What follows belongs to an exercise in optimizing a design on an open flow for small area; a production flow would make more cautious choices.
Where RTL was checked, it was by simulation tests only, not by an equivalence proof against the original.
No functional check of the RTL was part of run 5. The clock port is modelled as an ideal driver; clocking choices that lean on that would not hold on a real chip.

==> flow/design.v, too long to show whole: its modules and the start of the top module <==
// module dot8: 1553 lines
// module boothenc: 12 lines
// module fa1: 4 lines
// module tpuv1: 120 lines
module tpuv1
  (
    input clk, rst_n, r_w,  
    input [63:0] dataIn,
    output [63:0] dataOut,
    input [15:0] addr
  );
  // ...
==> flow/flow/run.sh <==
#!/bin/bash
# The standard layout (standard.sh, the ORFS flow with flow/config.mk's
# settings), with two changes passed to ORFS through its own variables:
#  - clock tree synthesis without dummy loads (clkbuf_16, clusters of up to 30 within 100 um);
#  - the port buffers are buf_1 cells.
set -euo pipefail
export CTS_ARGS="-sink_clustering_enable -repair_clock_nets -sink_clustering_size 30 -sink_clustering_max_diameter 100 -buf_list sky130_fd_sc_hd__clkbuf_16 -dont_use_dummy_load"
export BUFFER_PORTS_ARGS="-buffer_cell sky130_fd_sc_hd__buf_1"
bash standard.sh > standard.log 2>&1
==> flow/standard.sh <==
#!/bin/bash
# synth_recipe.tcl (not shown) runs the flow's synth.tcl, then flattens the netlist and writes it again
# the make line also repeats each setting of config.mk as NAME=value (left out here)
make -C /OpenROAD-flow-scripts/flow DESIGN_CONFIG=/design/flow/config.mk WORK_HOME=/design/flow/orfs CLKGATE_MAP_FILE= SYNTH_SCRIPT=/design/flow/synth_recipe.tcl "${@:-finish}"
==> flow/config.mk <==
export PLATFORM = sky130hd
export DESIGN_NAME = tpuv1
export DESIGN_NICKNAME = tpuv1
export VERILOG_FILES = /design/flow/design.v
export SDC_FILE = /design/flow/constraint.sdc
export NUM_CORES = 4
export LEC_CHECK = 0
export CAP_MARGIN = 10
export CORE_MARGIN = 2
export CORE_UTILIZATION = 45
export CTS_BUF_LIST = sky130_fd_sc_hd__clkbuf_16
export CTS_CLUSTER_DIAMETER = 100
export CTS_CLUSTER_SIZE = 30
export PLACE_DENSITY = 0.6
export SLEW_MARGIN = 10
export SYNTH_HIERARCHICAL = 1
==> flow/constraint.sdc <==
create_clock -name core_clock -period 10.0 [get_ports {clk}]
set_input_delay 2.0000 -clock core_clock [delete_from_list [all_inputs] [get_ports {clk}]]
set_output_delay 2.0000 -clock core_clock [all_outputs]
set_load 0.01 [all_outputs]
==> impl_metrics.env, run 1 <==
export IMPL_cts_buffer_depth=3
export IMPL_port_buffers=146
export IMPL_crit_path_end_kind="flop"
export IMPL_cp_required_ns=10.43
export IMPL_cp_top_family="adder cells"
export IMPL_hold_depth=0
export IMPL_timing_fmax_ghz=0.105
export IMPL_cp_num_buf_inv=3
export IMPL_fp_dieH_um=520
export IMPL_synth_most_common_cell="edfxtp_1"
export IMPL_ant_nets=0
export IMPL_synth_area_leaders="edfxtp_1 53%, fa_1 15%, a22oi_1 8.0%, xnor2_1 5.8%, clkbuf_1 2.2%"
export IMPL_multi_input_area_share_pct=39.8
export IMPL_grt_util_met1_pct=42.9
export IMPL_rsz0062_at_grt="no"
export IMPL_crit_cells=22
export IMPL_clk_pin_slew_ns=0.11
export IMPL_synth_seq_cells=2255
export IMPL_grt_pass1_vias=74000
export IMPL_synth_distinct_cells=70
export IMPL_status="timing/DRC/antenna clean"
export IMPL_synth_fa_ha_area_share_pct=16.3
export IMPL_areaGrowthSynthToFinish_pct=7.05
export IMPL_htreeDepth=3
export IMPL_crit_chain="buf_4 -> nand3b_1 -> o21ai_2 -> buf_4 -> a22oi_1 -> xnor2_1 -> fa_1 -> fa_1 -> fa_1 -> fa_1 -> fa_1 -> fa_1 -> fa_1 -> fa_1 -> ha_1 -> a21oi_1 -> mux2i_1 -> o311ai_0 -> a311oi_1 -> buf_4 -> nand2_1 -> a21boi_0"
==> inputs of run 2 (changes only) <==
--- a/flow/config.mk
+++ b/flow/config.mk
@@ -13,2 +13,3 @@
 export CTS_CLUSTER_SIZE = 30
+export GPL_ROUTABILITY_DRIVEN = 0
 export PLACE_DENSITY = 0.6
==> run 2 against run 1 <==
  * Still clean on timing, DRC and antenna
  * Clock skew grew 0.016 ns
  * Sequential cell count is the same
  * Critical path type unchanged
==> impl_metrics.env, run 2 <==
export IMPL_status="timing/DRC/antenna clean"
export IMPL_synth_seq_area_share_pct=55.4
export IMPL_tightest_slew_ns=1.33
export IMPL_areaGrowthSynthToFinish_pct=6.99
export IMPL_regMostFlops="C"
export IMPL_first_pass_iters=10
export IMPL_drv_slew=0
export IMPL_cts_buffer_depth=3
export IMPL_crit_chain="buf_4 -> buf_4 -> a222oi_1 -> nor2b_1 -> a22oi_1 -> xnor2_1 -> fa_1 -> fa_1 -> fa_1 -> fa_1 -> fa_1 -> fa_1 -> fa_1 -> ha_1 -> a21oi_1 -> o21ai_0 -> a21oi_1 -> o211ai_1 -> xnor2_1 -> buf_4 -> nand2_1 -> a21boi_0"
export IMPL_ios=147
export IMPL_largest_reg_flops=1024
export IMPL_yosysWarnings=17
export IMPL_largestRegisters="C: 1024 flops, A: 512 flops, B: 512 flops"
export IMPL_fp_dieH_um=520
export IMPL_antenna_found_initial=40
export IMPL_finalSetupViolCount=0
export IMPL_synth_area_leader_cell="edfxtp_1"
export IMPL_routedWlPerCell_um=35.9
export IMPL_grt_pass1_wl_mm=588
export IMPL_synth_area_um2=120000
export IMPL_worst_path_max_delay_cell="dfxtp_4"
export IMPL_cts_resized=0
export IMPL_synthFlopType="edfxtp_1"
export IMPL_cts_tree="yes"
export IMPL_nFillCells=22600
export IMPL_hold_viol=0
export IMPL_period_minus_slack_ns=9.37
export IMPL_synth_top_cell_area_share_pct=53.3
export IMPL_clkSinkCount=2255
export IMPL_die_w_um=520
export IMPL_grt_total_usage_pct=30.7
export IMPL_rsz0062_at_grt="no"
export IMPL_holdCritPathClass="flop to flop"
export IMPL_overflow=0
export IMPL_timing_fmax_ghz=0.107
export IMPL_hpwl_mm=300
export IMPL_drtIter0Drc=12900
export IMPL_drc=0
export IMPL_synth_distinct_cells=70
export IMPL_cts_setup_buffers=0
export IMPL_die_area_um2=271000
export IMPL_grt_max_degree=184
export IMPL_worstSetupPathType="flop to flop"
export IMPL_crit_path_end_kind="flop"
export IMPL_grt_pass1_vias=74800
export IMPL_async_flop_share_pct=0
export IMPL_finClkSkew_ns=0.143
export IMPL_netlist_instances=8350
export IMPL_nets=9288
export IMPL_ant_nets=0
export IMPL_synth_seq_cells=2255
export IMPL_final_common_cell="edfxtp_1"
export IMPL_synth_most_common_cell="edfxtp_1"
export IMPL_drv_cap=0
export IMPL_cp_max_fo=38
export IMPL_synth_common_cells="2128 x edfxtp_1, 1272 x a22oi_1, 909 x fa_1"
export IMPL_root_buffer="clkbuf_16"
export IMPL_most_common_layout_cells="2128 x edfxtp_1, 1272 x a22oi_1, 909 x fa_1"
export IMPL_start_util_pct=45.2
export IMPL_drive_gt1_share_pct=8.73
export IMPL_wirelength_mm=421
export IMPL_relSlewSlack_pct=10.8
export IMPL_cp_required_ns=10.49
export IMPL_vias=76700
export IMPL_port_buffers=146
export IMPL_fp_row_count=189
export IMPL_fin_util_pct=48.4
export IMPL_cp_num_buf_inv=3
export IMPL_path_common_cell="fa_1"
export IMPL_clock_latency_ns=0.84
export IMPL_start_kind="flop"
export IMPL_min_period_over_period_pct=93.7
export IMPL_cp_top_family="adder cells"
export IMPL_cts_buffers=98
export IMPL_synth_area_leaders="edfxtp_1 53%, fa_1 15%, a22oi_1 8.0%, xnor2_1 5.8%, clkbuf_1 2.2%"
export IMPL_postCtsHoldBufs=0
export IMPL_clk_pin_slew_ns=0.11
export IMPL_core_area_um2=265000
export IMPL_crit_path_max_incr_delay_ns=0.77
export IMPL_htreeDepth=3
export IMPL_vias_per_cell=6.53
export IMPL_crit_arrival_ns=9.86
export IMPL_synth_edf_count=2128
export IMPL_postSynthAreaPerCell_um2=14.4
-- run 2: layout make-up --
class | count | area (um2) | share of cell area, %
Multi-Input combinational cell | 5281 | 51000 | 39.8
Tap cell | 3533 | 4420 | 3.45
Timing Repair Buffer | 550 | 3780 | 2.95
Inverter | 6 | 26.3 | 0.0205
Antenna cell | 25 | 62.6 | 0.0488
Clock buffer | 98 | 2450 | 1.91
Sequential cell | 2255 | 66500 | 51.8
-- run 2: kinds of logic (layout without fill, tap and decap cells) --
logic type / after synthesis / count (layout) / synth area share, %
AND/OR/NAND/NOR: 1122 / 1122 / 4.95
buffers and inverters: 820 / 654 / 2.81
XOR/XNOR: 929 / 929 / 6.79
multiplexers: 52 / 52 / 0.469
other: 3 / 34 / 0.00939
flip-flops: 2255 / 2255 / 55.4
AO/OA/AOI/OAI: 2156 / 2156 / 13.3
adder cells (fa/ha/maj): 1013 / 1013 / 16.3
-- run 2: final timing paths --
| kind | slack [ns] | startpoint | endpoint | depth (start not counted) |
|---|---|---|---|---|
| worst max register to register | 0.63 | st[1] | C[3][127] | 22 |
| worst min register to register | 0.39 | B[1][39] | B[0][39] | 0 |
| worst max-delay path | 0.63 | st[1] | C[3][127] | 22 |
| worst min-delay path | 0.39 | B[1][39] | B[0][39] | 0 |
-- run 2: layer usage --
metal	share of wire, %	vias to the layer above	track usage, %
li1	-	30800	-
met1	38	39800	42.3
met2	44	5273	46.2
met3	13	749	9.49
met4	4.1	18	10.7
met5	0.029	-	0
-- run 2: per-module statistics from Yosys, one instance, submodules excluded --
module / copies in the design / area (um2)
tpuv1: 1 / 82600
dot8: 3 / 6050
boothenc: 1 / 1010
fa1: 906 / 20.0
-- run 2: per-stage QoR --
step | TNS, ns | hold slack [ns] | area, um2 | worst slack (ns) | instances
after floorplan | -304.59 | 0.424 | 120000 | -0.595 | 8356
after global placement | 0 | 0.429 | 126000 | 0.931 | 11600
after detailed placement | 0 | 0.434 | 126000 | 0.870 | 11600
after CTS | 0 | 0.389 | 128000 | 0.868 | 11700
after global routing | 0 | 0.396 | 128000 | 0.399 | 11700
final | 0 | 0.394 | 128000 | 0.635 | 11700
==> inputs of run 3 (changes only) <==
--- a/flow/config.mk
+++ b/flow/config.mk
@@ -9,3 +9,3 @@
 export CORE_MARGIN = 2
-export CORE_UTILIZATION = 45
+export CORE_UTILIZATION = 50
 export CTS_BUF_LIST = sky130_fd_sc_hd__clkbuf_16
@@ -13,4 +13,3 @@
 export CTS_CLUSTER_SIZE = 30
-export GPL_ROUTABILITY_DRIVEN = 0
-export PLACE_DENSITY = 0.6
+export PLACE_DENSITY = 0.65
 export SLEW_MARGIN = 10
==> run 3 against run 2 <==
  * Still clean on timing, DRC and antenna
  * Setup slack better by 0.020 ns
  * Final cell count down 3.4%
  * Sequential cell count unchanged
  * Largest cell class unchanged
==> impl_metrics.env, run 3 <==
export IMPL_synth_edf_count=2128
export IMPL_tightest_slew_ns=1.32
export IMPL_regArea_um2=66500
export IMPL_synth_distinct_cells=70
export IMPL_holdCritPathClass="flop to flop"
export IMPL_crit_chain="buf_4 -> a222oi_1 -> nor2b_1 -> a22oi_1 -> xnor2_1 -> fa_1 -> fa_1 -> fa_1 -> fa_1 -> fa_1 -> fa_1 -> fa_1 -> fa_1 -> ha_1 -> and3_1 -> a221oi_2 -> o21ai_1 -> a211oi_2 -> xnor2_1 -> nand2_1 -> a21boi_0"
export IMPL_clk_pin_slew_ns=0.11
export IMPL_drtIter0Drc=11900
export IMPL_areaGrowthSynthToFinish_pct=6.37
export IMPL_drive_gt1_share_pct=8.34
export IMPL_most_common_layout_cells="2128 x edfxtp_1, 1272 x a22oi_1, 909 x fa_1"
export IMPL_postCtsHoldBufs=0
export IMPL_ant_nets=0
export IMPL_timing_fmax_ghz=0.107
export IMPL_grt_pass1_vias=74200
export IMPL_postSynthAreaPerCell_um2=14.4
export IMPL_fin_util_pct=53.6
export IMPL_regMostFlops="C"
export IMPL_multi_input_area_um2=51000
export IMPL_crit_arrival_ns=9.77
export IMPL_start_util_pct=50.4
export IMPL_synth_seq_area_share_pct=55.4
export IMPL_wirelength_mm=408
export IMPL_drc=0
export IMPL_synthSimpleGateAreaFrac_pct=4.94
export IMPL_die_w_um=494
export IMPL_first_pass_iters=8
export IMPL_finalSetupViolCount=0
export IMPL_synth_mux_area_share_pct=0.469
export IMPL_place_inst=11200
export IMPL_crit_path_end_kind="flop"
export IMPL_cts_setup_buffers=0
export IMPL_finClkSkew_ns=0.156
export IMPL_synth_area_leaders="edfxtp_1 53%, fa_1 15%, a22oi_1 8.0%, xnor2_1 5.8%, clkbuf_1 2.2%"
export IMPL_final_common_cell="edfxtp_1"
export IMPL_worst_path_max_delay_cell="a21boi_0"
export IMPL_hold_viol=0
export IMPL_grt_pass1_wl_mm=573
export IMPL_fp_dieH_um=494
export IMPL_cp_required_ns=10.42
export IMPL_synth_compound_area_share_pct=13.3
export IMPL_grt_total_usage_pct=33.2
export IMPL_cp_max_fo=32
export IMPL_fp_row_count=179
export IMPL_synth_common_cells="2128 x edfxtp_1, 1272 x a22oi_1, 909 x fa_1"
export IMPL_synth_area_um2=120000
export IMPL_relSlewSlack_pct=11.5
export IMPL_routedWlPerCell_um=36.0
export IMPL_largestRegisters="C: 1024 flops, A: 512 flops, B: 512 flops"
export IMPL_wl_met3_mm=54.0
export IMPL_fin_cells=11400
export IMPL_async_flop_share_pct=0
export IMPL_synth_fa_ha_area_share_pct=16.3
export IMPL_vias_per_cell=6.70
export IMPL_largest_reg_flops=1024
export IMPL_clock_latency_ns=0.82
export IMPL_rsz0062_at_grt="no"
export IMPL_vias=76100
export IMPL_path_common_cell="fa_1"
export IMPL_overflow=0
export IMPL_min_period_over_period_pct=93.5
export IMPL_synth_most_common_cell="edfxtp_1"
export IMPL_synth_top_cell_area_share_pct=53.3
export IMPL_start_kind="flop"
export IMPL_port_buffers=146
export IMPL_cp_top_family="adder cells"
export IMPL_synth_top_family_by_area="adder cells"
export IMPL_synth_area_leader_cell="edfxtp_1"
export IMPL_die_area_um2=244000
export IMPL_hpwl_mm=292
export IMPL_cts_buffer_depth=3
export IMPL_yosysWarnings=17
export IMPL_antenna_found_initial=42
export IMPL_drv_cap=0
export IMPL_cp_num_buf_inv=1
export IMPL_cts_tree="yes"
export IMPL_cts_buffers=94
export IMPL_netlist_instances=8350
export IMPL_drv_slew=0
export IMPL_globalplace_congestion=1.00
export IMPL_nets=9253
export IMPL_core_area_um2=238000
export IMPL_clkSinkCount=2255
export IMPL_status="timing/DRC/antenna clean"
export IMPL_dr_wl_met2_mm=181
export IMPL_ios=147
export IMPL_cts_resized=0
export IMPL_root_buffer="clkbuf_16"
export IMPL_htreeDepth=3
export IMPL_nFillCells=19200
export IMPL_grt_max_degree=173
export IMPL_synth_seq_cells=2255
export IMPL_crit_path_max_incr_delay_ns=1.06
export IMPL_wl_met1_mm=158
export IMPL_synth_xor_area_share_pct=6.79
export IMPL_top_layer="met5"
export IMPL_worstSetupPathType="flop to flop"
export IMPL_period_minus_slack_ns=9.35
export IMPL_synthFlopType="edfxtp_1"
-- run 3: cell counts after synthesis --
No cell type changed its count.
-- run 3: final cells by class --
cell class                 count  area share, %
sequential                  2255           52.1
clock buffer                  94           1.84
antenna                       32         0.0628
timing repair buffer         519           2.82
inverter                       6         0.0206
tap                         3167           3.11
multi-input combinational   5281           40.0
-- run 3: cells by family (layout without fill, tap and decap cells) --
kind of cell | count (synthesis) | count (layout)
muxes | 52 | 52
adders and majority gates | 1013 | 1013
xor gates and xnor gates | 929 | 929
other | 3 | 41
DFF | 2255 | 2255
AOI/OAI and AO/OA | 2156 | 2156
buffers and inverters | 820 | 619
and+or+nand+nor | 1122 | 1122
-- run 3: worst register-to-register path, stage by stage (launching register included) --
cell and delay [ns]:
dfxtp_4 0.73, buf_4 0.41, a222oi_1 0.13, nor2b_1 0.64, a22oi_1 0.22, xnor2_1 0.20, fa_1 0.47, fa_1 0.46
fa_1 0.46, fa_1 0.62, fa_1 0.46, fa_1 0.39, fa_1 0.51, fa_1 0.51, ha_1 0.47, and3_1 0.26
a221oi_2 0.27, o21ai_1 0.11, a211oi_2 0.24, xnor2_1 0.19, nand2_1 0.17, a21boi_0 1.06
-- run 3: metal layers --
metal  GRT usage, %  vias up
met5          0.783        -
met4           10.5       12
met3           10.4      676
met2           49.2     5183
met1           46.9    39500
li1               -    30700
-- run 3: final timing paths --
kind / slack (ns) / to / from / cells past startpoint
worst max-delay path: 0.65 / C[3][14] / st[1] / 21
worst min-delay path: 0.39 / B[1][45] / B[2][45] / 0
worst min register to register: 0.39 / B[1][45] / B[2][45] / 0
worst max register to register: 0.65 / C[3][14] / st[1] / 21
-- run 3: per-module statistics from Yosys (local to each module, per instance) --
module / times used / cell area [um2] / flops+latches / cells
boothenc: 1 / 1010 / 0 / 144
fa1: 906 / 20.0 / 0 / 1
tpuv1: 1 / 82600 / 2255 / 4762
dot8: 3 / 6050 / 0 / 846
-- run 3: metrics by stage --
step                cell area (um2)  setup WS, ns  hold WS, ns  setup TNS [ns]
detailed placement           125000         0.544        0.433               0
floorplan                    120000        -0.595        0.424         -304.59
global route                 127000         0.298        0.400               0
finish                       128000         0.655        0.390               0
CTS                          127000         0.616        0.394               0
global placement             125000         0.708        0.432               0
==> inputs of run 4 (changes only) <==
--- a/flow/config.mk
+++ b/flow/config.mk
@@ -9,3 +9,3 @@
 export CORE_MARGIN = 2
-export CORE_UTILIZATION = 50
+export CORE_UTILIZATION = 55
 export CTS_BUF_LIST = sky130_fd_sc_hd__clkbuf_16
@@ -13,3 +13,3 @@
 export CTS_CLUSTER_SIZE = 30
-export PLACE_DENSITY = 0.65
+export PLACE_DENSITY = 0.7
 export SLEW_MARGIN = 10
==> run 4 against run 3 <==
  * Setup slack improved by 0.17 ns
  * Worst hold slack improved by 0.028 ns
  * Routed wire length fell by 0.14%
  * Sequential share of layout area barely moved
  * Sequential cell count did not move
  * Synthesized cell count did not move
  * Fmax rose by 1.9%
==> impl_metrics.env, run 4 <==
export IMPL_status="timing/DRC/antenna clean"
export IMPL_synth_area_leader_cell="edfxtp_1"
export IMPL_min_period_over_period_pct=91.8
export IMPL_synth_distinct_cells=70
export IMPL_cts_resized=0
export IMPL_start_util_pct=55.3
export IMPL_wirelength_mm=408
export IMPL_async_flop_share_pct=0
export IMPL_cp_max_fo=39
export IMPL_drv_cap=0
export IMPL_fp_row_count=171
export IMPL_finalSetupViolCount=0
export IMPL_largest_reg_flops=1024
export IMPL_cp_required_ns=10.43
export IMPL_cts_buffer_depth=3
export IMPL_globalplace_congestion=0.998
export IMPL_antenna_found_initial=35
export IMPL_hpwl_mm=295
export IMPL_clkSinkCount=2255
export IMPL_pre_cts_ws_ns=1.07
export IMPL_vias=76500
export IMPL_root_buffer="clkbuf_16"
export IMPL_synth_area_um2=120000
export IMPL_clock_latency_ns=0.83
export IMPL_drtIter0Drc=11500
export IMPL_netlist_instances=8350
export IMPL_crit_arrival_ns=9.60
export IMPL_postCtsHoldBufs=0
export IMPL_postSynthAreaPerCell_um2=14.4
export IMPL_drive_gt1_share_pct=8.90
export IMPL_cts_setup_buffers=0
export IMPL_final_common_cell="edfxtp_1"
export IMPL_start_kind="flop"
export IMPL_drc=0
export IMPL_synth_common_cells="2128 x edfxtp_1, 1272 x a22oi_1, 909 x fa_1"
export IMPL_port_buffers=146
export IMPL_setup_ws_ns=0.824
export IMPL_ios=147
export IMPL_hold_depth=0
export IMPL_dr_wl_met2_mm=178
export IMPL_ant_nets=0
export IMPL_nFillCells=16700
export IMPL_core_area_um2=217000
export IMPL_regMostFlops="C"
export IMPL_worstSetupPathType="flop to flop"
export IMPL_cts_buffers=90
export IMPL_hold_viol=0
export IMPL_rr_worst_depth=22
export IMPL_crit_path_end_kind="flop"
export IMPL_areaGrowthSynthToFinish_pct=6.28
export IMPL_largestRegisters="C: 1024 flops, A: 512 flops, B: 512 flops"
export IMPL_grt_pass1_vias=74500
export IMPL_cts_tree="yes"
export IMPL_vias_per_cell=6.90
export IMPL_synth_area_leaders="edfxtp_1 53%, fa_1 15%, a22oi_1 8.0%, xnor2_1 5.8%, clkbuf_1 2.2%"
export IMPL_grt_total_usage_pct=36.6
export IMPL_synth_most_common_cell="edfxtp_1"
export IMPL_die_w_um=471
export IMPL_grt_pass1_wl_mm=573
export IMPL_rsz0062_at_grt="no"
export IMPL_synth_top_cell_area_share_pct=53.3
export IMPL_timing_fmax_ghz=0.109
export IMPL_grt_max_degree=183
export IMPL_yosysWarnings=17
export IMPL_drv_slew=0
export IMPL_synth_edf_count=2128
export IMPL_tns_ns=0
export IMPL_most_common_layout_cells="2128 x edfxtp_1, 1272 x a22oi_1, 909 x fa_1"
export IMPL_clk_pin_slew_ns=0.11
export IMPL_synth_seq_area_share_pct=55.4
export IMPL_wl_met1_mm=151
export IMPL_finClkSkew_ns=0.147
export IMPL_holdCritPathClass="flop to flop"
export IMPL_relSlewSlack_pct=15.5
export IMPL_wl_met3_mm=58.8
export IMPL_htreeDepth=3
export IMPL_r2r_slack_ns=0.82
export IMPL_die_area_um2=222000
export IMPL_routedWlPerCell_um=36.8
export IMPL_overflow=0
export IMPL_nets=9310
export IMPL_fp_dieH_um=471
export IMPL_tightest_slew_ns=1.26
export IMPL_synthFlopType="edfxtp_1"
export IMPL_synth_seq_cells=2255
export IMPL_top_layer="met5"
export IMPL_period_minus_slack_ns=9.18
export IMPL_holdWs_ns=0.418
export IMPL_first_pass_iters=14
[run 4: cell count changes in the layout (fill, tap and decap cells not counted), sizes merged]
cell	before	now
buf	518	577
clkbuf	95	93
diode	32	24
[run 4: final cells by class]
type	instances	area [um2]	share of cell area (%)
inverter	6	26.3	0.0206
clock buffer	90	2250	1.77
timing repair buffer	580	4010	3.15
sequential	2255	66500	52.2
tap	2854	3570	2.80
multi-input combinational	5281	51000	40.0
antenna	24	60.1	0.0471
[run 4: per-layer routing]
metal	global-route usage, %	vias to the layer above
li1	-	30900
met1	50.6	39100
met2	53.4	5675
met3	12.0	869
met4	15.1	26
met5	0.606	-
[run 4: worst max-delay path, stage by stage, from the launching register on]
cell and delay (ns):
dfxtp_4 0.67, buf_12 0.31, buf_12 0.22, buf_4 0.24
a22oi_1 0.11, nor2b_1 0.57, a22oi_1 0.23, xnor2_1 0.20
fa_1 0.51, fa_1 0.47, fa_1 0.58, fa_1 0.49
fa_1 0.41, fa_1 0.51, fa_1 0.46, ha_1 0.44
nand3_1 0.11, nor3_1 0.33, a211oi_1 0.10, nor3_1 0.25
xor2_1 0.47, nand2_1 0.15, a21boi_0 0.94
[run 4: final timing paths]
kind	startpoint	endpoint
worst max-delay path	st[0]	C[0][105]
worst min-delay path	B[5][13]	B[4][13]
worst max register to register	st[0]	C[0][105]
worst min register to register	B[5][13]	B[4][13]
[run 4: cells by family (layout without fill, tap and decap cells)]
logic type	count (synthesis)	count (layout)	share of synthesized area (%)
AO/OA/AOI/OAI	2156	2156	13.3
flip-flops	2255	2255	55.4
AND/OR/NAND/NOR	1122	1122	4.95
adder cells (fa/ha/maj)	1013	1013	16.3
other	3	33	0.00939
buffers and inverters	820	676	2.81
XOR/XNOR	929	929	6.79
multiplexers	52	52	0.469
[run 4: metrics by stage]
stage / utilization, % / area, um2 / std cells
finish: 58.7 / 127000 / 11100
detailed placement: 57.6 / 125000 / 11000
global placement: 57.6 / 125000 / 11000
global route: 58.7 / 127000 / 11100
CTS: 58.7 / 127000 / 11100
floorplan: - / 120000 / 8356
[run 4: modules after synthesis (local to each module, per instance)]
module	cells inside	copies in the design	flops+latches	area, um2
fa1	1	906	0	20.0
tpuv1	4762	1	2255	82600
dot8	846	3	0	6050
boothenc	144	1	0	1010
==> module tpuv1, before the edit <==
module tpuv1
  (
    input clk, rst_n, r_w,  
    input [63:0] dataIn,
    output [63:0] dataOut,
    input [15:0] addr
  );
wire wrA   = r_w & (addr[15:6] == 10'h004);             
wire wrB   = r_w & (addr[15:6] == 10'h008);             
wire wrCl  = r_w & (addr[15:7] == 9'h006) & ~addr[3];  
wire wrCh  = r_w & (addr[15:7] == 9'h006) &  addr[3];  
wire start = r_w & (addr == 16'h0400);
reg        busy;
reg  [2:0] row;
reg  [2:0] st;
wire last = busy & (row == 3'd7) & st[2];
wire [2:0] nrow = busy ? row + {2'd0, st[2]} : 3'd0;
wire [2:0] nst  = busy ? {st[1:0], st[2]} : 3'b001;
always @(posedge clk) begin
  if (!rst_n) begin
    busy <= 1'b0;
    row  <= 3'd0;
    st   <= 3'b001;
  end else if (busy) begin
    st <= {st[1:0], st[2]};
    if (st[2]) begin
      row <= row + 3'd1;
      if (row == 3'd7) busy <= 1'b0;
    end
  end else if (start) begin
    busy <= 1'b1;
    row  <= 3'd0;
    st   <= 3'b001;
  end
end
wire [63:0] din = (rst_n & ~busy) ? dataIn : 64'd0;
reg [63:0] A [0:7];
integer ia;
always @(posedge clk)
  for (ia = 0; ia < 8; ia = ia + 1)
    if (!rst_n || last || (wrA && addr[5:3] == ia[2:0]))
      A[ia] <= din;
reg [63:0] B [0:7];
reg [7:0]  bval;
integer ib;
always @(posedge clk)
  if (wrB) begin
    for (ib = 0; ib < 7; ib = ib + 1)
      B[ib] <= B[ib+1];
    B[7] <= dataIn;
  end
always @(posedge clk)
  if (!rst_n || last) bval <= 8'd0;
  else if (wrB)       bval <= {1'b1, bval[7:1]};
reg [63:0] Cin_lo;
always @(posedge clk)
  if (!rst_n || wrCl) Cin_lo <= din;
reg  [127:0] C [0:7];
wire [3:0]  chalf = busy ? {nrow, ~nst[0]} : addr[6:3];
reg  [63:0] Crd;
integer k;
always @* begin
  Crd = 64'd0;
  for (k = 0; k < 16; k = k + 1)
    Crd = Crd | ({64{chalf == k[3:0]}} & C[k / 2][64 * (k % 2) +: 64]);
end
assign dataOut = Crd;
reg  [63:0] Arow;
reg  [15:0] Cel [0:2];
reg  [15:0] X3;
integer u, m;
always @(posedge clk) begin
  Arow   <= A[nrow];
  Cel[0] <= nst[2] ? X3 : Crd[15:0];
  Cel[1] <= nst[2] ? Crd[63:48] : Crd[31:16];
  Cel[2] <= Crd[47:32];
  if (nst[0]) X3 <= Crd[63:48];
end
reg  [63:0] Bcol [0:2];
always @* begin
  for (m = 0; m < 8; m = m + 1) begin
    Bcol[0][8*m +: 8] = {8{bval[m]}} & (({8{st[0]}} & B[m][8*0 +: 8]) |
                                        ({8{st[1]}} & B[m][8*4 +: 8]) |
                                        ({8{st[2]}} & B[m][8*3 +: 8]));
    Bcol[1][8*m +: 8] = {8{bval[m]}} & (({8{st[0]}} & B[m][8*1 +: 8]) |
                                        ({8{st[1]}} & B[m][8*5 +: 8]) |
                                        ({8{st[2]}} & B[m][8*7 +: 8]));
    Bcol[2][8*m +: 8] = {8{bval[m]}} & (({8{st[0]}} & B[m][8*2 +: 8]) |
                                        ({8{st[1]}} & B[m][8*6 +: 8]));
  end
end
wire [31:0] one, two, neg;
boothenc u_enc (.a(Arow), .one(one), .two(two), .neg(neg));
wire [15:0] res [0:2];
genvar gu;
generate
  for (gu = 0; gu < 3; gu = gu + 1) begin : g_dot
    dot8 u_dot (.one(one), .two(two), .neg(neg), .b(Bcol[gu]), .c(Cel[gu]), .r(res[gu]));
  end
endgenerate
function automatic integer ucol(input integer j);
  ucol = (j == 3) ? 0 : (j == 7) ? 1 : j % 4;
endfunction
function automatic integer scol(input integer j);
  scol = (j == 3 || j == 7) ? 2 : j / 4;
endfunction
wire [127:0] wdata = {din, rst_n ? Cin_lo : 64'd0};
wire         csel  = busy & rst_n;
reg  [127:0] cbus;
integer ic, jc;
always @*
  for (jc = 0; jc < 8; jc = jc + 1)
    cbus[16*jc +: 16] = csel ? res[ucol(jc)] : wdata[16*jc +: 16];
always @(posedge clk)
  for (ic = 0; ic < 8; ic = ic + 1)
    for (jc = 0; jc < 8; jc = jc + 1)
      if (!rst_n || (wrCh && addr[6:4] == ic[2:0]) ||
          (busy && row == ic[2:0] && st[scol(jc)]))
        C[ic][16*jc +: 16] <= cbus[16*jc +: 16];
endmodule
==> inputs of run 5 (changes only) <==
==> flow/design.v (replaced) <==
module tpuv1
  (
    input clk, rst_n, r_w,  
    input [63:0] dataIn,
    output [63:0] dataOut,
    input [15:0] addr
  );
wire wrA   = r_w & (addr[15:6] == 10'h004);             
wire wrB   = r_w & (addr[15:6] == 10'h008);             
wire wrCl  = r_w & (addr[15:7] == 9'h006) & ~addr[3];  
wire wrCh  = r_w & (addr[15:7] == 9'h006) &  addr[3];  
wire start = r_w & (addr == 16'h0400);
reg        busy;
reg  [2:0] row;
reg  [1:0] step;
wire last = busy & (row == 3'd7) & (step == 2'd2);
always @(posedge clk) begin
  if (!rst_n) begin
    busy <= 1'b0;
    row  <= 3'd0;
    step <= 2'd0;
  end else if (busy) begin
    if (step == 2'd2) begin
      step <= 2'd0;
      row  <= row + 3'd1;
      if (row == 3'd7) busy <= 1'b0;
    end else
      step <= step + 2'd1;
  end else if (start) begin
    busy <= 1'b1;
    row  <= 3'd0;
    step <= 2'd0;
  end
end
wire [63:0] din = (rst_n & ~busy) ? dataIn : 64'd0;
reg [63:0] A [0:7];
integer ia;
always @(posedge clk)
  for (ia = 0; ia < 8; ia = ia + 1)
    if (!rst_n || last || (wrA && addr[5:3] == ia[2:0]))
      A[ia] <= din;
reg [63:0] B [0:7];
reg [7:0]  bval;
integer ib;
always @(posedge clk)
  if (wrB) begin
    for (ib = 0; ib < 7; ib = ib + 1)
      B[ib] <= B[ib+1];
    B[7] <= dataIn;
  end
always @(posedge clk)
  if (!rst_n || last) bval <= 8'd0;
  else if (wrB)       bval <= {1'b1, bval[7:1]};
reg [63:0] Cin_lo;
always @(posedge clk)
  if (!rst_n || wrCl) Cin_lo <= din;
reg  [127:0] C [0:7];
wire [2:0]   crow = busy ? row : addr[6:4];
wire [127:0] Crd  = C[crow];
assign dataOut = addr[3] ? Crd[127:64] : Crd[63:0];
wire [63:0] Arow = A[row];
reg  [63:0] Bcol [0:2];
reg  [15:0] Cel  [0:2];
integer u, m;
always @* begin
  for (u = 0; u < 3; u = u + 1) begin
    for (m = 0; m < 8; m = m + 1)
      Bcol[u][8*m +: 8] = bval[m] ? B[m][8*(3*step+u) +: 8] : 8'd0;
    Cel[u] = Crd[16*(3*step+u) +: 16];
  end
end
reg [15:0] res [0:2];
reg signed [15:0] pa, pb;
integer k;
always @* begin
  for (u = 0; u < 3; u = u + 1) begin
    res[u] = Cel[u];
    for (k = 0; k < 8; k = k + 1) begin
      pa = {{8{Arow[8*k+7]}}, Arow[8*k +: 8]};
      pb = {{8{Bcol[u][8*k+7]}}, Bcol[u][8*k +: 8]};
      res[u] = res[u] + pa * pb;
    end
  end
end
wire [127:0] wdata = rst_n ? {din, Cin_lo} : 128'd0;
integer ic, jc;
always @(posedge clk)
  for (ic = 0; ic < 8; ic = ic + 1)
    for (jc = 0; jc < 8; jc = jc + 1)
      if (!rst_n || (wrCh && addr[6:4] == ic[2:0]))
        C[ic][16*jc +: 16] <= wdata[16*jc +: 16];
      else if (busy && row == ic[2:0] && step == jc / 3)
        C[ic][16*jc +: 16] <= res[jc % 3];
endmodule
==> flow/run.sh (new file) <==
#!/bin/bash
# synth_recipe.tcl (not shown) runs the flow's synth.tcl, then flattens the netlist and writes it again
# the make line also repeats each setting of config.mk as NAME=value (left out here)
make -C /OpenROAD-flow-scripts/flow DESIGN_CONFIG=/design/flow/config.mk WORK_HOME=/design/flow/orfs CLKGATE_MAP_FILE= SYNTH_SCRIPT=/design/flow/synth_recipe.tcl finish
==> flow/config.mk (replaced) <==
export PLATFORM = sky130hd
export DESIGN_NAME = tpuv1
export DESIGN_NICKNAME = tpuv1
export VERILOG_FILES = /design/flow/design.v
export SDC_FILE = /design/flow/constraint.sdc
export NUM_CORES = 4
export LEC_CHECK = 0
export CAP_MARGIN = 20
export CORE_MARGIN = 2
export CORE_UTILIZATION = 35
export PLACE_DENSITY = 0.45
export SLEW_MARGIN = 30
removed: flow/flow/run.sh
removed: flow/standard.sh
==> run 5 against run 4 <==
  * The layout now fails its checks (setup timing)
  * Clock skew rose by 0.0060 ns
  * Synthesized area increased by 32%
  * Global-route usage decreased by 4.4 points
  * Final cell count rose by 100%
  * First-iteration DRC count grew 30%
  * Clock-buffer cell count is 206 higher
  * Worst hold slack about the same
  * Sequential share of layout area decreased by 19 points
  * Register-to-register slack got worse by 1.2 ns
  * Setup slack worse by 1.2 ns
==> impl_metrics.env, run 5 <==
export IMPL_synth_edf_count=2112
export IMPL_finalSetupViolCount=358
export IMPL_cp_num_buf_inv=13
export IMPL_largest_reg_flops=1024
export IMPL_synth_top_cell_area_share_pct=40.2
export IMPL_netlist_instances=14700
export IMPL_crit_path_max_incr_delay_ns=0.68
export IMPL_nets=18700
export IMPL_areaGrowthSynthToFinish_pct=23.0
export IMPL_overflow=0
export IMPL_nFillCells=42800
export IMPL_antenna_found_initial=49
export IMPL_min_period_over_period_pct=103
export IMPL_wirelength_mm=741
export IMPL_htreeDepth=4
export IMPL_tns_ns=-46.79
export IMPL_async_flop_share_pct=0
export IMPL_relSlewSlack_pct=21.2
export IMPL_postSynthAreaPerCell_um2=10.8
export IMPL_synth_common_cells="2221 x nand2_1, 2112 x edfxtp_1, 2023 x inv_1"
export IMPL_first_pass_iters=8
export IMPL_synth_area_um2=158000
export IMPL_crit_arrival_ns=11.03
export IMPL_r2r_end="C[7][45]"
export IMPL_synth_area_leaders="edfxtp_1 40%, fa_1 24%, nand2_1 5.3%, inv_1 4.8%, ha_1 4.7%"
export IMPL_synth_seq_area_share_pct=40.3
export IMPL_r2r_slack_ns=-0.35
export IMPL_globalplace_congestion=0.997
export IMPL_vias_per_cell=5.47
export IMPL_period_minus_slack_ns=10.35
export IMPL_grt_max_degree=198
export IMPL_reg2reg_from="row[0]"
export IMPL_largestRegisters="C: 1024 flops, A: 512 flops, B: 512 flops"
export IMPL_cp_max_fo=8
export IMPL_cts_buffers=240
export IMPL_grt_pass1_wl_mm=1010
export IMPL_fp_dieH_um=676
export IMPL_synth_distinct_cells=84
export IMPL_synthFlopType="edfxtp_1"
export IMPL_holdCritPathClass="flop to flop"
export IMPL_clk_pin_slew_ns=0.08
export IMPL_start_util_pct=35.2
export IMPL_worstSetupPathType="flop to flop"
export IMPL_setup_ws_ns=-0.349
export IMPL_drv_cap=0
export IMPL_drive_gt1_share_pct=19.9
export IMPL_routedWlPerCell_um=33.2
export IMPL_status="complete, but fails checks"
export IMPL_synth_most_common_cell="nand2_1"
export IMPL_critPathLaunch="row[0]"
export IMPL_grt_pass1_vias=121000
export IMPL_final_common_cell="nand2_1"
export IMPL_drc=0
export IMPL_failed_checks="setup timing"
export IMPL_most_common_layout_cells="2191 x nand2_1, 2112 x edfxtp_1, 1953 x inv_1"
export IMPL_core_area_um2=449000
export IMPL_worst_path_max_delay_cell="fa_2"
export IMPL_start_kind="flop"
export IMPL_crit_path_end_kind="flop"
export IMPL_drtIter0Drc=14900
export IMPL_hold_viol=0
export IMPL_drv_slew=0
export IMPL_grt_total_usage_pct=32.2
export IMPL_root_buffer="clkbuf_16"
export IMPL_finClkSkew_ns=0.153
export IMPL_clock_latency_ns=1.05
export IMPL_fin_area_um2=194000
export IMPL_cp_required_ns=10.68
export IMPL_postCtsHoldBufs=0
export IMPL_clkSinkCount=2126
export IMPL_rr_worst_depth=38
export IMPL_synth_seq_cells=2126
export IMPL_path_common_cell="fa_1"
export IMPL_regMostFlops="C"
export IMPL_endpoint="C[7][45]"
export IMPL_rsz0062_at_grt="yes"
export IMPL_fp_row_count=246
export IMPL_fin_util_pct=43.2
export IMPL_die_w_um=676
export IMPL_die_area_um2=456000
export IMPL_ant_nets=0
export IMPL_cp_top_family="adder cells"
export IMPL_timing_fmax_ghz=0.0966
export IMPL_placed_cell_area_um2=182000
export IMPL_yosysWarnings=7
export IMPL_tightest_slew_ns=1.18
export IMPL_ios=147
export IMPL_synth_area_leader_cell="edfxtp_1"
export IMPL_cts_buffer_depth=4
export IMPL_pre_cts_ws_ns=-2.33
export IMPL_vias=122000
export IMPL_crit_cells=38
export IMPL_cts_tree="yes"
export IMPL_hpwl_mm=567
export IMPL_port_buffers=146
## run 5: kinds of logic after synthesis
family          after synthesis  synth area share (%)
mux                         365                  2.93
buf+inv                    2938                  7.15
fa+ha+maj                  2464                  28.4
xor+xnor                    241                  1.42
flops                      2126                  40.3
compound gates             2148                  8.29
simple gates               4381                  11.4
## run 5: worst min path at each step
stage | startpoint | slack (ns) | endpoint | cells past startpoint
2_1_floorplan | B[1][51] | 0.42 | B[0][51] | 0
3_3_place_gp | B[1][40] | 0.43 | B[0][40] | 0
3_5_place_dp | B[1][44] | 0.43 | B[0][44] | 0
4_1_cts | B[6][36] | 0.42 | B[5][36] | 0
5_1_grt | B[6][51] | 0.43 | B[5][51] | 0
6_report | B[6][28] | 0.42 | B[5][28] | 0
## run 5: worst register-to-register path: cells and delay by family, from the launching register on
kind	cells	cell delay, ns
flip-flops	1	0.37
AO/OA/AOI/OAI	7	1.57
adder cells (fa/ha/maj)	13	6.04
XOR/XNOR	1	0.15
buffers and inverters	13	1.56
AND/OR/NAND/NOR	4	0.41
## run 5: metrics by stage
| step | hold WS (ns) | cells |
|---|---|---|
| finish | 0.418 | 22300 |
| global placement | 0.428 | 21700 |
| CTS | 0.422 | 22300 |
| global route | 0.430 | 22300 |
| detailed placement | 0.429 | 21700 |
| floorplan | 0.417 | 14700 |
## run 5: layout make-up
cell class                      count  area [um2]  area share [%]
Clock inverter                    142        1300           0.672
Sequential cell                  2126       63700            32.8
Timing Repair Buffer             2164       21500            11.1
Inverter                         2029        7640            3.94
Tap cell                         5952        7450            3.84
Clock buffer                      296        6290            3.24
Multi-Input combinational cell   9599       86200            44.4
Antenna cell                       27        67.6          0.0348
## run 5: timing repair
| item | in CTS | in global routing |
|---|---|---|
| setup buffers | 143 | 55 |
| cloned | 11 | 6 |
| gates resized for setup | 349 | 348 |
| pin swaps | 154 | 170 |
| setup endpoints to repair | 680 | 612 |
## run 5: per-layer routing
layer	track usage, %	up-vias	wire, um
met3	5.16	1539	60000
met5	0	-	76
met4	20.4	12	58600
li1	-	51400	-
met1	41.7	62800	289000
met2	50.3	6310	333000

## port drivers added, routing unchanged
In the flow no input, the clock included, has a driving cell. The finished layouts below were timed again as built, in two steps.
Step 1 sets driving cells, clkbuf_16 on the clock port and buf_2 on the other inputs (assumed; they add their load-dependent delay and slew).
Step 2 moves the port delays by t, midway between the first and last clock arrival at a register: inputs arrive t later, outputs are due t later. That takes back most of the time a late clock gives input paths.
Slacks: ideal / step 1 / step 2; pairs: ideal / step 1.
run	shift t [ns]	setup WS [ns]	worst setup path after step 2	clock arrival spread, ns	worst data-port slew with drivers (ns)
run 1	0.868	0.520 / 0.520 / 0.520	register to register	0.126 / 0.126	0.29
run 2	0.867	0.635 / 0.635 / 0.635	register to register	0.143 / 0.143	0.26
run 3	0.845	0.655 / 0.655 / 0.655	register to register	0.159 / 0.159	0.28
run 4	0.851	0.824 / 0.824 / 0.824	register to register	0.149 / 0.149	0.19
run 5	1.091	-0.349 / -0.349 / -1.293	input to register	0.157 / 0.157	0.05
For run 5, which loses most, drivers alone change the setup slack by 0.000 ns; drivers and shift together by -0.944 ns.
